From an optimization exercise on the open Yosys and OpenROAD flow, aimed at small area; shortcuts taken in it are not production practice. Only simulation tests tie the RTL to the original design; equivalence was not proved. No driver is modelled on the clock port, so clocking that relies on it looks cheaper here than on a real chip. Power figures rest on the tool's default switching activity, not on a simulated workload.

==> inputs of job 2318 <==
Design flappy_core, start of the top module:
module flappy_core(
	input clk,
	input resetn,
	input go,
	input stop,
	input jump,
	input [1:0] sw,
	output [7:0] x,
	output [6:0] y,
	output [2:0] colour,
	output [7:0] HEX0,
	output [7:0] HEX1,
	output [7:0] HEX2,
	output [7:0] HEX3,
	output [14:0] LEDR
	);
	localparam S_READY = 2'd0, S_READY_WAIT = 2'd1, S_MOVE = 2'd2, S_STOP = 2'd3;
	reg [1:0] cur;
	reg lose;
	wire start = (cur == S_READY);
	always @(posedge clk) begin
		if (!resetn)
			cur <= S_READY;
		else case (cur)
			S_READY: cur <= go ? S_READY_WAIT : S_READY;
			S_READY_WAIT: cur <= S_MOVE;
			S_MOVE: cur <= stop ? S_STOP : (lose ? S_READY : S_MOVE);
			default: cur <= S_READY;
		endcase
	end
	localparam [10:0] TICK_STATE = 11'd1427;
	reg [10:0] timer;
	wire tick = (timer == TICK_STATE);
	wire [10:0] timer_load =
		(sw == 2'b00) ? 11'd1930 :    
		(sw == 2'b01) ? 11'd1946 :    
		(sw == 2'b10) ? 11'd1422 :    
		                11'd926;      
	always @(posedge clk) begin
		if (!resetn || start || tick)
			timer <= timer_load;
		else
			timer <= {timer[9:0], timer[10] ^ timer[8]};
	end
	reg [1:0] count2;
	reg [6:0] height;
	reg going_up;
	reg [3:0] start_falling;
	reg bird_vis;           
	reg p_neg;
	reg [3:0] p_a, p_b;
	reg [3:0] d0, d1, d2, d3;
	reg d4;                 
	wire shift = (count2 == 2'd0);
  ...
==> flow/config.mk <==
export PLATFORM = sky130hd
export DESIGN_NAME = flappy_core
export DESIGN_NICKNAME = flappy_core
export VERILOG_FILES = /design/flow/design.v
export SDC_FILE = /design/flow/constraint.sdc
export NUM_CORES = 4
export LEC_CHECK = 0
export CAP_MARGIN = 20
export CORE_MARGIN = 2
export CORE_UTILIZATION = 70
export PLACE_DENSITY = 0.8
export SLEW_MARGIN = 20
==> flow/constraint.sdc <==
create_clock -name core_clock -period 20.0 [get_ports {clk}]
set_input_delay 4.0000 -clock core_clock [delete_from_list [all_inputs] [get_ports {clk}]]
set_output_delay 4.0000 -clock core_clock [all_outputs]
set_load 0.01 [all_outputs]
standard.sh (not shown) runs the stock make flow with config.mk's settings and CLKGATE_MAP_FILE= SYNTH_SCRIPT=/design/flow/synth_recipe.tcl, a recipe that flattens the netlist after the stock synthesis.
==> flow/flow/run.sh <==
#!/bin/bash
# The standard layout (standard.sh), with these changes:
#  - synthesis: ORFS's synth.tcl run through the standard flow's own synth_recipe.tcl, with
#    only the abc call changed to use flow/abc.script (area-oriented mapping),
#    and no half/full adder cells (ADDER_MAP_FILE empty), so abc maps the
#    arithmetic too. Everything before abc (and so every register, its name
#    and its cell) is the standard synthesis's.
#  - the port buffers are sky130_fd_sc_hd__buf_1,
#  - clock tree: see CTS_ARGS below.
# Each tool's log is under orfs/logs/; make's output goes to standard_flow.log.
set -euo pipefail
WORK=$(pwd)
FLOWDIR=$WORK/flow
sed "s#log_cmd abc {\*}\$abc_args#log_cmd abc -script $FLOWDIR/abc.script {*}[lrange \$abc_args 2 end]#" \
  "$FLOW_HOME/scripts/synth.tcl" > "$WORK/own_synth.tcl"
grep -q "abc -script $FLOWDIR/abc.script" "$WORK/own_synth.tcl"
sed "s#source \$::env(SCRIPTS_DIR)/synth.tcl#source $WORK/own_synth.tcl#" "$WORK/synth_recipe.tcl" > "$WORK/own_synth_recipe.tcl"
grep -q "source $WORK/own_synth.tcl" "$WORK/own_synth_recipe.tcl"
bash standard.sh SYNTH_SCRIPT="$WORK/own_synth_recipe.tcl" ADDER_MAP_FILE= \
  "BUFFER_PORTS_ARGS=-buffer_cell sky130_fd_sc_hd__buf_1" \
  "CTS_ARGS=-sink_clustering_enable -repair_clock_nets -dont_use_dummy_load -buf_list sky130_fd_sc_hd__clkbuf_4 -root_buf sky130_fd_sc_hd__clkbuf_8 -tree_buf sky130_fd_sc_hd__clkbuf_4" \
 SKIP_REPAIR_TIE_FANOUT=1 finish > standard_flow.log 2>&1
==> flow/flow/abc.script <==
strash
&get -n
&deepsyn -T 60
&put
dch
amap
mfs2
strash
dch
amap
mfs2
strash
dch
amap
topo
==> inputs of job 867, as changes to job 2318 <==
--- a/flow/flow/run.sh
+++ b/flow/flow/run.sh
@@ -20,3 +20,3 @@
   "BUFFER_PORTS_ARGS=-buffer_cell sky130_fd_sc_hd__buf_1" \
-  "CTS_ARGS=-sink_clustering_enable -repair_clock_nets -dont_use_dummy_load -buf_list sky130_fd_sc_hd__clkbuf_4 -root_buf sky130_fd_sc_hd__clkbuf_8 -tree_buf sky130_fd_sc_hd__clkbuf_4" \
- SKIP_REPAIR_TIE_FANOUT=1 finish > standard_flow.log 2>&1
+  "CTS_ARGS=-sink_clustering_enable -repair_clock_nets -dont_use_dummy_load" \
+  finish > standard_flow.log 2>&1
==> flow/flow/abc.script (replaced) <==
strash
dch
map -a
mfs2
strash
dch
map -a
mfs2
strash
dch
map -a
topo
==> notes <==
In flip-flop and latch count, job 867 and job 2318 do not differ. Of job 867 and job 2318, job 867 has the higher via count (gap 11%, measured against job 2318). In job 2318 the cell count is smaller than in job 867, by about 15%. Of job 2318 and job 867, job 867 has the higher die area (gap 6.8%, measured against job 867). Against job 2318, the synthesized area of job 867 is larger by about 8%.
==> figures <==
item                                                          job 867    job 2318
Crit Reg-Reg Startpoint                                         xr[2]       xr[5]
Distinct cell type count of the synthesized netlist                34          47
Fraction of the mapped netlist area in simple logic gates       0.266       0.254
Largest net degree at the start of global routing                  18          28
Result of the run                            timing/DRC/antenna clean  timing/DRC/antenna clean
DR WL met3                                                     663 um      751 um
Maximum cell stage delay along the critical path              0.59 ns     0.40 ns
RePlAce Congestion                                              0.936       0.893
Number of nets in the layout                                      758         640
Starting density of the core                                    0.719       0.716
Finished Core Util                                              0.781       0.776


==> run E <==
Another version of the RTL of flappy_core (not shown whole).
==> flow/config.mk <==
export PLATFORM = sky130hd
export DESIGN_NAME = flappy_core
export DESIGN_NICKNAME = flappy_core
export VERILOG_FILES = /design/flow/design.v
export SDC_FILE = /design/flow/constraint.sdc
export NUM_CORES = 4
export LEC_CHECK = 0
export CAP_MARGIN = 20
export CORE_MARGIN = 2
export CORE_UTILIZATION = 70
export PLACE_DENSITY = 0.8
export SLEW_MARGIN = 20
==> flow/constraint.sdc <==
create_clock -name core_clock -period 20.0 [get_ports {clk}]
set_input_delay 4.0000 -clock core_clock [delete_from_list [all_inputs] [get_ports {clk}]]
set_output_delay 4.0000 -clock core_clock [all_outputs]
set_load 0.01 [all_outputs]
==> flow/flow/run.sh <==
#!/bin/bash
# The standard layout (standard.sh), with these changes:
#  - synthesis: ORFS's synth.tcl run through the standard flow's own synth_recipe.tcl, with
#    only the abc call changed to use flow/abc.script (area-oriented mapping),
#    and no half/full adder cells (ADDER_MAP_FILE empty), so abc maps the
#    arithmetic too. Everything before abc (and so every register, its name
#    and its cell) is the standard synthesis's.
#  - the port buffers are sky130_fd_sc_hd__buf_1,
#  - the constant outputs share one tie cell (SKIP_REPAIR_TIE_FANOUT),
#  - the clock tree is built from clkbuf_4, without dummy loads; leaves with
#    slow clock pins are upsized afterwards (flow/post_cts.tcl).
# Each tool's log is under orfs/logs/; make's output goes to standard_flow.log.
set -euo pipefail
WORK=$(pwd)
FLOWDIR=$WORK/flow
sed "s#log_cmd abc {\*}\$abc_args#log_cmd abc -script $FLOWDIR/abc.script {*}[lrange \$abc_args 2 end]#" \
  "$FLOW_HOME/scripts/synth.tcl" > "$WORK/own_synth.tcl"
grep -q "abc -script $FLOWDIR/abc.script" "$WORK/own_synth.tcl"
sed "s#source \$::env(SCRIPTS_DIR)/synth.tcl#source $WORK/own_synth.tcl#" "$WORK/synth_recipe.tcl" > "$WORK/own_synth_recipe.tcl"
grep -q "source $WORK/own_synth.tcl" "$WORK/own_synth_recipe.tcl"
bash standard.sh SYNTH_SCRIPT="$WORK/own_synth_recipe.tcl" ADDER_MAP_FILE= \
  "BUFFER_PORTS_ARGS=-buffer_cell sky130_fd_sc_hd__buf_1" \
  SKIP_REPAIR_TIE_FANOUT=1 \
  "CTS_ARGS=-sink_clustering_enable -repair_clock_nets -dont_use_dummy_load -buf_list sky130_fd_sc_hd__clkbuf_4 -root_buf sky130_fd_sc_hd__clkbuf_4 -tree_buf sky130_fd_sc_hd__clkbuf_4" \
  POST_CTS_TCL="$FLOWDIR/post_cts.tcl" \
  finish > standard_flow.log 2>&1
==> flow/flow/abc.script <==
strash
&get -n
&deepsyn -T 60
&put
dch
amap
mfs2
strash
dch
amap
mfs2
strash
dch
amap
topo
==> flow/flow/post_cts.tcl <==
set_propagated_clock [all_clocks]
estimate_parasitics -placement
set resized 0
foreach inst [get_cells clkbuf_*] {
  if { [get_property $inst ref_name] ne "sky130_fd_sc_hd__clkbuf_4" } { continue }
  set net [get_nets -of_objects [get_pins [get_full_name $inst]/X]]
  set worst 0
  foreach p [get_pins -of_objects $net -filter "direction==input"] {
    foreach k {slew_max_rise slew_max_fall} {
      set s [get_property $p $k]
      if { $s > $worst } { set worst $s }
    }
  }
  if { $worst > 0.100 } {
    puts "post_cts: [get_full_name $inst] sink slew $worst ns, clkbuf_4 -> clkbuf_8"
    replace_cell $inst sky130_fd_sc_hd__clkbuf_8
    incr resized
  }
}
if { $resized > 0 } {
  detailed_placement
  check_placement -verbose
}
==> run P (differences from run E) <==
--- a/flow/design.v
+++ b/flow/design.v
@@ -49,43 +49,24 @@
 	reg [3:0] p_a, p_b;
 	reg [3:0] d0, d1, d2, d3;
 	reg d4;                 
 	wire shift = d0[0] && (d0[1] ^ d1[0]);
 	wire bird_vis = !(p_neg && p_a == 4'd0 && p_b == 4'd0 && d0[1:0] == 2'd0);
-	localparam [16*8-1:0] PIPE = {
-		8'd0,          
-		8'd64 + 8'd35,   
-		8'd64 + 8'd40,   
-		8'd64 + 8'd35,   
-		8'd64 + 8'd45,   
-		8'd64 + 8'd20,   
-		8'bxxxxxxxx,   
-		8'd64 + 8'd10,   
-		8'd0,          
-		8'd64 + 8'd25,   
-		8'd64 + 8'd30,   
-		8'bxxxxxxxx,   
-		8'd0,          
-		8'bxxxxxxxx,   
-		8'd0,          
-		8'd0};    
-	function [3:0] step;
-		input [3:0] v;
-		step = {v[2:0], v[0] ^ v[3] ^ !(v[0] | v[1])};
-	endfunction
+	localparam [8*8-1:0] OBST = {8'd10, 8'd35, 8'd25, 8'd45, 8'd30, 8'd20, 8'd40, 8'd35};
 	function [8:0] seq_next;
 		input [8:0] p;    
 		begin
-			if (p[7:4] == 4'd8 && p[3:0] == 4'd1)
-				seq_next = {1'b0, step(p[7:4]), 4'd0};
+			if (p[7:4] == 4'd15 && p[3:0] == 4'd1)
+				seq_next = 9'd0;
+			else if (p[3:0] == 4'd12)
+				seq_next = {p[8], (p[7:4] == 4'd4) ? 4'd8 : p[7:4] + 4'd1, 4'd0};
 			else
-				seq_next = {p[8], (p[3:0] == 4'd8) ? step(p[7:4]) : p[7:4], step(p[3:0])};
+				seq_next = {p[8:4], p[3:0] + 4'd1};
 		end
 	endfunction
-	wire [7:0] p_pipe = PIPE[{p_a, 3'b000} +: 8];
-	wire [5:0] p_h = p_pipe[5:0];
-	wire bird_pipe_on = !p_neg && p_pipe[6] && (shift ? (p_b == 4'd0) : (p_b == 4'd1));
+	wire [5:0] p_h = OBST[{p_a[2:0], 3'b000} +: 6];
+	wire bird_pipe_on = !p_neg && p_a[3] && (shift ? (p_b == 4'd0) : (p_b == 4'd1));
 	wire hit = (height == 7'd0) || (height == 7'd80) ||
 		(bird_pipe_on && (height < {1'b0, p_h} || height > {1'b0, p_h} + 7'd24));
 	wire sf_zero = (start_falling == 4'd0);
 	wire up_next = jump | (going_up & !sf_zero);
 	always @(posedge clk) begin
@@ -137,16 +118,15 @@
 	wire col_end = (yr == 7'd5);
 	wire x_end = (xr == 8'd159);
 	wire last = !fstart && col_end && x_end;
 	wire is_bird = fstart || (xr == 8'd0) || (xr == 8'd1 && !col_end);
 	wire new_col = fstart || col_end;     
-	wire [7:0] q_pipe = PIPE[{q_a, 3'b000} +: 8];
-	wire [5:0] q_h = q_pipe[5:0];
+	wire [5:0] q_h = OBST[{q_a[2:0], 3'b000} +: 6];
 	wire [6:0] opnd = is_bird ? height : {1'b0, q_h};
 	wire [7:0] sum = {1'b0, yr} + {1'b0, opnd};
 	wire bird_on = !new_col && (bird_vis ? (sum >= 8'd82 && sum <= 8'd85) : (yr >= 7'd82));
-	wire pipe_on = !q_neg && q_pipe[6] && (q_b == 4'd1) && (new_col || sum > 8'd85 || sum < 8'd61);
+	wire pipe_on = !q_neg && q_a[3] && (q_b == 4'd1) && (new_col || sum > 8'd85 || sum < 8'd61);
 	wire q_step = (yr == 7'd6) && (xr[1:0] == 2'b01) && (xr[7:2] != 6'd0);
 	always @(posedge clk) begin
 		if (!resetn || last)
 			{q_neg, q_a, q_b} <= {p_neg, p_a, p_b};
 		else if (q_step)
==> flow/flow/abc.script (replaced) <==
strash
&get -n
&deepsyn -T 60
&put
dch
amap
mfs2
strash
dch
amap
mfs2
strash
dch
amap
mfs2
strash
dch
amap
mfs2
strash
dch
amap
topo
==> flow/flow/post_cts.tcl (replaced) <==
set_propagated_clock [all_clocks]
estimate_parasitics -placement
set resized 0
foreach inst [get_cells clkbuf_*] {
  if { [get_property $inst ref_name] ne "sky130_fd_sc_hd__clkbuf_4" } { continue }
  set net [get_nets -of_objects [get_pins [get_full_name $inst]/X]]
  set worst 0
  foreach p [get_pins -of_objects $net -filter "direction==input"] {
    if { [get_property $p name] ne "CLK" } { continue }
    foreach k {slew_max_rise slew_max_fall} {
      set s [get_property $p $k]
      if { $s > $worst } { set worst $s }
    }
  }
  if { $worst > 0.105 } {
    puts "post_cts: [get_full_name $inst] clock pin slew $worst ns, clkbuf_4 -> clkbuf_8"
    replace_cell $inst sky130_fd_sc_hd__clkbuf_8
    incr resized
  }
}
if { $resized > 0 } {
  detailed_placement
  check_placement -verbose
}
--- a/flow/config.mk
+++ b/flow/config.mk
@@ -5,8 +5,8 @@
 export SDC_FILE = /design/flow/constraint.sdc
 export NUM_CORES = 4
 export LEC_CHECK = 0
 export CAP_MARGIN = 20
 export CORE_MARGIN = 2
-export CORE_UTILIZATION = 70
-export PLACE_DENSITY = 0.8
+export CORE_UTILIZATION = 85
+export PLACE_DENSITY = 0.9
 export SLEW_MARGIN = 20
==> run M (differences from run E) <==
--- a/flow/design.v
+++ b/flow/design.v
@@ -49,43 +49,24 @@
 	reg [3:0] p_a, p_b;
 	reg [3:0] d0, d1, d2, d3;
 	reg d4;                 
 	wire shift = d0[0] && (d0[1] ^ d1[0]);
 	wire bird_vis = !(p_neg && p_a == 4'd0 && p_b == 4'd0 && d0[1:0] == 2'd0);
-	localparam [16*8-1:0] PIPE = {
-		8'd0,          
-		8'd64 + 8'd35,   
-		8'd64 + 8'd40,   
-		8'd64 + 8'd35,   
-		8'd64 + 8'd45,   
-		8'd64 + 8'd20,   
-		8'bxxxxxxxx,   
-		8'd64 + 8'd10,   
-		8'd0,          
-		8'd64 + 8'd25,   
-		8'd64 + 8'd30,   
-		8'bxxxxxxxx,   
-		8'd0,          
-		8'bxxxxxxxx,   
-		8'd0,          
-		8'd0};    
-	function [3:0] step;
-		input [3:0] v;
-		step = {v[2:0], v[0] ^ v[3] ^ !(v[0] | v[1])};
-	endfunction
+	localparam [8*8-1:0] OBST = {8'd10, 8'd35, 8'd25, 8'd45, 8'd30, 8'd20, 8'd40, 8'd35};
 	function [8:0] seq_next;
 		input [8:0] p;    
 		begin
-			if (p[7:4] == 4'd8 && p[3:0] == 4'd1)
-				seq_next = {1'b0, step(p[7:4]), 4'd0};
+			if (p[7:4] == 4'd15 && p[3:0] == 4'd1)
+				seq_next = 9'd0;
+			else if (p[3:0] == 4'd12)
+				seq_next = {p[8], (p[7:4] == 4'd4) ? 4'd8 : p[7:4] + 4'd1, 4'd0};
 			else
-				seq_next = {p[8], (p[3:0] == 4'd8) ? step(p[7:4]) : p[7:4], step(p[3:0])};
+				seq_next = {p[8:4], p[3:0] + 4'd1};
 		end
 	endfunction
-	wire [7:0] p_pipe = PIPE[{p_a, 3'b000} +: 8];
-	wire [5:0] p_h = p_pipe[5:0];
-	wire bird_pipe_on = !p_neg && p_pipe[6] && (shift ? (p_b == 4'd0) : (p_b == 4'd1));
+	wire [5:0] p_h = OBST[{p_a[2:0], 3'b000} +: 6];
+	wire bird_pipe_on = !p_neg && p_a[3] && (shift ? (p_b == 4'd0) : (p_b == 4'd1));
 	wire hit = (height == 7'd0) || (height == 7'd80) ||
 		(bird_pipe_on && (height < {1'b0, p_h} || height > {1'b0, p_h} + 7'd24));
 	wire sf_zero = (start_falling == 4'd0);
 	wire up_next = jump | (going_up & !sf_zero);
 	always @(posedge clk) begin
@@ -137,16 +118,15 @@
 	wire col_end = (yr == 7'd5);
 	wire x_end = (xr == 8'd159);
 	wire last = !fstart && col_end && x_end;
 	wire is_bird = fstart || (xr == 8'd0) || (xr == 8'd1 && !col_end);
 	wire new_col = fstart || col_end;     
-	wire [7:0] q_pipe = PIPE[{q_a, 3'b000} +: 8];
-	wire [5:0] q_h = q_pipe[5:0];
+	wire [5:0] q_h = OBST[{q_a[2:0], 3'b000} +: 6];
 	wire [6:0] opnd = is_bird ? height : {1'b0, q_h};
 	wire [7:0] sum = {1'b0, yr} + {1'b0, opnd};
 	wire bird_on = !new_col && (bird_vis ? (sum >= 8'd82 && sum <= 8'd85) : (yr >= 7'd82));
-	wire pipe_on = !q_neg && q_pipe[6] && (q_b == 4'd1) && (new_col || sum > 8'd85 || sum < 8'd61);
+	wire pipe_on = !q_neg && q_a[3] && (q_b == 4'd1) && (new_col || sum > 8'd85 || sum < 8'd61);
 	wire q_step = (yr == 7'd6) && (xr[1:0] == 2'b01) && (xr[7:2] != 6'd0);
 	always @(posedge clk) begin
 		if (!resetn || last)
 			{q_neg, q_a, q_b} <= {p_neg, p_a, p_b};
 		else if (q_step)
==> flow/flow/abc.script (replaced) <==
strash
&get -n
&deepsyn -T 60
&put
dch
amap
mfs2
strash
dch
amap
mfs2
strash
dch
amap
mfs2
strash
dch
amap
mfs2
strash
dch
amap
topo
==> flow/flow/post_cts.tcl (replaced) <==
set_propagated_clock [all_clocks]
estimate_parasitics -placement
set resized 0
foreach inst [get_cells clkbuf_*] {
  if { [get_property $inst ref_name] ne "sky130_fd_sc_hd__clkbuf_4" } { continue }
  set net [get_nets -of_objects [get_pins [get_full_name $inst]/X]]
  set worst 0
  foreach p [get_pins -of_objects $net -filter "direction==input"] {
    if { [get_property $p name] ne "CLK" } { continue }
    foreach k {slew_max_rise slew_max_fall} {
      set s [get_property $p $k]
      if { $s > $worst } { set worst $s }
    }
  }
  if { $worst > 0.105 } {
    puts "post_cts: [get_full_name $inst] clock pin slew $worst ns, clkbuf_4 -> clkbuf_8"
    replace_cell $inst sky130_fd_sc_hd__clkbuf_8
    incr resized
  }
}
if { $resized > 0 } {
  detailed_placement
  check_placement -verbose
}
==> notes <==
Run M completed with no timing, DRC or antenna violations. Run P died in global placement without I/O (3_1_place_gp_skip_io) with GPL-0301. Run E produced a clean layout.
Of run M and run E, run M has the higher hold slack (gap 18 ps).
Against run E, the final area of run M is smaller by about 1.3%.
First-iteration DRC count: run E is lower than run M (about 17%).
Of run M and run E, run M has the higher sequential share of layout area (gap 0.48 points).
In sequential power, run E and run M hardly differ.
Against run E, the register-to-register slack of run M is better by 130 ps.
Of run M and run E, run E has the higher utilization (gap 1.0 points).
==> figures <==
                                                                                                        run P                            run M                            run E
Status                                                                                 stopped before the end          complete, no violations          complete, no violations
Stage where the flow stopped                              global placement without I/O (3_1_place_gp_skip_io)                                -                                -
Sum of negative setup slack                                                                                 -                             0 ps                             0 ps
Clock sinks                                                                                                 -                               78                               78
Largest cell class by area                                                                                  -  multi-input combinational cells  multi-input combinational cells
Tap cells                                                                                                   -                               72                               72
Per-cell via count in the routed design                                                                     -                             6.19                             6.22
TritonCTS clock tree                                                                                        -                             done                             done
Share of the final layout cell area in multi-input gates                                                    -                            46.0%                            46.1%
Met1 track demand over resource in global routing                                                           -                            41.2%                            37.7%
Sw Pwr                                                                                                      -                          70.5 µW                          68.0 µW
Kind of critical path                                                                                       -           flop to primary output            primary input to flop
Area fraction in compound gates after synthesis                                                         24.7%                            24.7%                            24.1%
Yosys cell types                                                                                           40                               40                               42
Number of sequential cells                                                                                  -                               78                               78
Sequential cell power                                                                                       -                           167 µW                           167 µW
Metal1 wirelength                                                                                           -                          4380 µm                          4040 µm

==> what the ideal ports hide <==
Ports are ideal in the flow. The routed layouts listed here were re-timed in OpenROAD. Step 1 (the two cells are an assumption about what drives the block):
set clk [get_ports {clk}]
set_driving_cell -lib_cell sky130_fd_sc_hd__clkbuf_16 $clk
set_driving_cell -lib_cell sky130_fd_sc_hd__buf_2 [delete_from_list [all_inputs] $clk]
Step 2 moves the port delays by t, midway between the first and last clock arrival at a register: inputs arrive t later, outputs are due t later. That takes back most of the time a late clock gives input paths. Three values: no drivers, after step 1, after step 2; two values: the first two.
run	t (ns)	setup WS [ns]	worst register clock-pin slew, ns	worst slew at a driven data input, ns
job 2318	0.377	14.037 / 14.007 / 13.925	0.07 / 0.07	0.04
job 867	0.376	13.586 / 13.598 / 13.222	0.08 / 0.08	0.03
run E	0.365	13.800 / 13.809 / 13.444	0.09 / 0.09	0.03
run M	0.438	13.554 / 13.525 / 13.185	0.10 / 0.10	0.03
After both steps every run listed still meets setup and hold. For run M, which loses most, drivers alone change the setup slack by -0.029 ns; drivers and shift together by -0.369 ns.
